Background: an optimization exercise with open tools, aiming at small area, a short achievable clock period and few clock cycles. Do not read the settings as production practice. The RTL was checked by simulation tests, not by an equivalence proof against the original design.

## kmeans_top
module kmeans_top #(
    parameter N    = 32,
    parameter ITER = 10
)(
    input clk,
    input rst,
    input        ld_valid,
    input  [4:0] ld_addr,
    input  [7:0] ld_x,
    input  [7:0] ld_y,
    input  [7:0] ld_z,
    input  start,
    output busy,
    output done,
    output [2*N-1:0] labels,
    output [71:0]    centroids
);
For scale: roughly 8900 cells after synthesis, ~1300 flip-flops, roughly 170 I/O pins, roughly 0.088 mm² of cells after synthesis.
Settings: LEC_CHECK=0, CAP_MARGIN=20, CORE_MARGIN=2, CORE_UTILIZATION=40, SLEW_MARGIN=20; clock period 32.0 ns.
run.sh (not shown) runs the stock make flow with config.mk's settings and CLKGATE_MAP_FILE= SYNTH_SCRIPT=/design/flow/synth_recipe.tcl, a recipe that flattens the netlist after the stock synthesis.
Testbench counts at the start, summed over its fixed seeds: cycles 10,356.
Next try:
==> flow/flow/run.sh (new file) <==
#!/bin/bash
# Standard layout, with repair_timing asked for extra setup slack so that the
# resizer shortens paths well below the clock period.
set -euo pipefail
bash standard.sh SETUP_SLACK_MARGIN=24.5 finish > flow.log 2>&1
==> flow/standard.sh (new file) <==
#!/bin/bash
# synth_recipe.tcl (not shown) runs the flow's synth.tcl, then flattens the netlist and writes it again
# the make line also repeats each setting of config.mk as NAME=value (left out here)
make -C /OpenROAD-flow-scripts/flow DESIGN_CONFIG=/design/flow/config.mk WORK_HOME=/design/flow/orfs CLKGATE_MAP_FILE= SYNTH_SCRIPT=/design/flow/synth_recipe.tcl "${@:-finish}"
- ABC_AREA: default -> 1
- CORE_UTILIZATION: 40 -> 55
- CTS_CLUSTER_SIZE: default -> 30
removed: flow/run.sh
The changed run finished clean; final cell count is higher by a little under a tenth; wire length came out lower slightly; flip-flop and latch count is unchanged; via count grows by roughly a tenth; count of clock-buffer cells in the layout rose by 2.
Next try:
- ABC_AREA: 1 -> default
- CORE_UTILIZATION: 55 -> 40
- CTS_CLUSTER_SIZE: 30 -> default
Effect: The new run completed with no timing, DRC or antenna violations; core utilization drops by 15 points; global-route usage drops by 8.6 points; wire length goes up by 4.6%; worst setup slack is worse by 0.056 ns; synthesized cell count shrinks by 17%.

========
== job 7222 ==
Another version of the RTL of kmeans_top (not shown whole).
Size: roughly 11000 cells after synthesis, about 1300 flip-flops.
==> flow/config.mk <==
export PLATFORM = sky130hd
export DESIGN_NAME = kmeans_top
export DESIGN_NICKNAME = kmeans_top
export VERILOG_FILES = /design/flow/design.v
export SDC_FILE = /design/flow/constraint.sdc
export NUM_CORES = 4
export LEC_CHECK = 0
export ABC_AREA = 1
export CAP_MARGIN = 20
export CORE_MARGIN = 2
export CORE_UTILIZATION = 62
export CTS_CLUSTER_DIAMETER = 120
export CTS_CLUSTER_SIZE = 24
export PLACE_DENSITY = 0.7
export SLEW_MARGIN = 20
==> flow/constraint.sdc <==
create_clock -name core_clock -period 32.0 [get_ports {clk}]
set_input_delay 6.4000 -clock core_clock [delete_from_list [all_inputs] [get_ports {clk}]]
set_output_delay 6.4000 -clock core_clock [all_outputs]
set_load 0.01 [all_outputs]
standard.sh (not shown) runs the stock make flow with config.mk's settings and CLKGATE_MAP_FILE= SYNTH_SCRIPT=/design/flow/synth_recipe.tcl, a recipe that flattens the netlist after the stock synthesis.
==> flow/flow/run.sh <==
#!/bin/bash
# Standard layout, with repair_timing asked for extra setup slack so that the
# resizer shortens paths well below the clock period.
set -euo pipefail
bash standard.sh SETUP_SLACK_MARGIN=24.3 finish > flow.log 2>&1
Testbench counts of job 7222, summed over its fixed seeds: cycles 10,356.
Here is what was changed in the inputs of job 5257 compared with job 7222.
==> flow/flow/run.sh <==
#!/bin/bash
# Standard layout, except:
#  - yosys's synth runs with -noabc, so its early "abc -fast" does not remap
#    the explicit adder trees before the full adders are extracted (the
#    registers, their names and cell types are those of the standard synthesis);
#  - repair_timing is asked for extra setup slack so that the resizer shortens
#    paths well below the clock period.
# make's output goes to flow.log; each tool's own log is under orfs/logs/.
set -euo pipefail
bash standard.sh SYNTH_ARGS=-noabc SETUP_SLACK_MARGIN=24.2 finish > flow.log 2>&1
Buffer count from post-CTS setup fixing, job 7222 and job 5257, lower one = job 5257. Taking job 7222 as the reference, in job 5257 area used by multi-input combinational logic lost about 0.8%; cell count has decreased; average wire per standard cell now larger. Job 5257 reached the final stage; the timing, design-rule and antenna checks on its layout passed. The setup slack of job 5257 is smaller than that of job 7222. Delta (job 5257 minus job 7222): net count reported at finish went down by 561; starting density of the core has remained practically unchanged.
diff inputs: job 5257 => job 3994
==> flow/flow/run.sh <==
#!/bin/bash
# Standard layout, with repair_timing asked for extra setup slack so that the
# resizer shortens paths well below the clock period.
set -euo pipefail
bash standard.sh SETUP_SLACK_MARGIN=24.5 finish > flow.log 2>&1
==> comparison <==
Going from job 5257 to job 3994, the number of fill cells in the layout was found to have gone up by 156. Diff job 5257 and job 3994: post-CTS setup repair buffer count lower in job 5257. Job 3994 reports a higher wire length on met2 than job 5257 does. Relative to job 5257, the minimum clock period of job 3994 is lower by 0.078 ns. Compared to job 5257, job 3994 has via count 5.9% higher. Global-route wire length before repair (higher): job 3994.
Setup changes, job 3994 to job 4456
==> flow/flow/run.sh <==
#!/bin/bash
# Standard layout, except:
#  - yosys's synth runs with -noabc, so its early "abc -fast" does not remap
#    the explicit adder trees before the full adders are extracted (the
#    registers, their names and cell types are those of the standard synthesis);
#  - repair_timing is asked for extra setup slack so that the resizer shortens
#    paths well below the clock period.
# make's output goes to flow.log; each tool's own log is under orfs/logs/.
set -euo pipefail
bash standard.sh SYNTH_ARGS=-noabc SETUP_SLACK_MARGIN=24.3 finish > flow.log 2>&1
Findings:
As of job 4456, final wirelength had fallen by a few percent compared to job 3994.
Delta (job 4456 minus job 3994): global routing usage on met2 -3.4 points; number of clock sinks ~0 delta.
Each of the runs, namely job 3994 and job 4456, reached the end of the flow and came out clean.

## re-timing with driven ports
In the flow no input, the clock included, has a driving cell. The finished layouts below were timed again as built, in two steps.
Step 1: set_driving_cell puts a clkbuf_16 on clk and a buf_2 on each other input, an assumption about the parent block.
Step 2 also shifts input and output timing later by t, the mid clock arrival at the registers, as if the neighbouring blocks saw the same clock.
Slacks: ideal / step 1 / step 2; pairs: ideal / step 1.
run	t (ns)	setup slack, ns	worst setup path at the end	worst slew at a driven data input, ns	pins driven straight from the clock port
the first run of note 1	0.879	22.870 / 22.870 / 22.870	register to register	0.09	1
the second run of note 1	0.872	24.146 / 24.051 / 23.770	input to register	0.08	1
the third run of note 1	0.881	24.090 / 24.004 / 23.732	input to register	0.05	1
job 7222	0.826	24.220 / 24.136 / 23.625	input to register	0.05	1
job 5257	0.823	24.161 / 24.076 / 23.638	input to register	0.14	1
job 3994	0.798	24.238 / 24.152 / 23.878	input to register	0.04	1
job 4456	0.824	24.241 / 24.155 / 23.717	input to register	0.13	1
After both steps every run listed still meets setup and hold. The setup slack of job 7222, which loses most, moves by -0.084 ns with the drivers and by -0.595 ns with both steps.
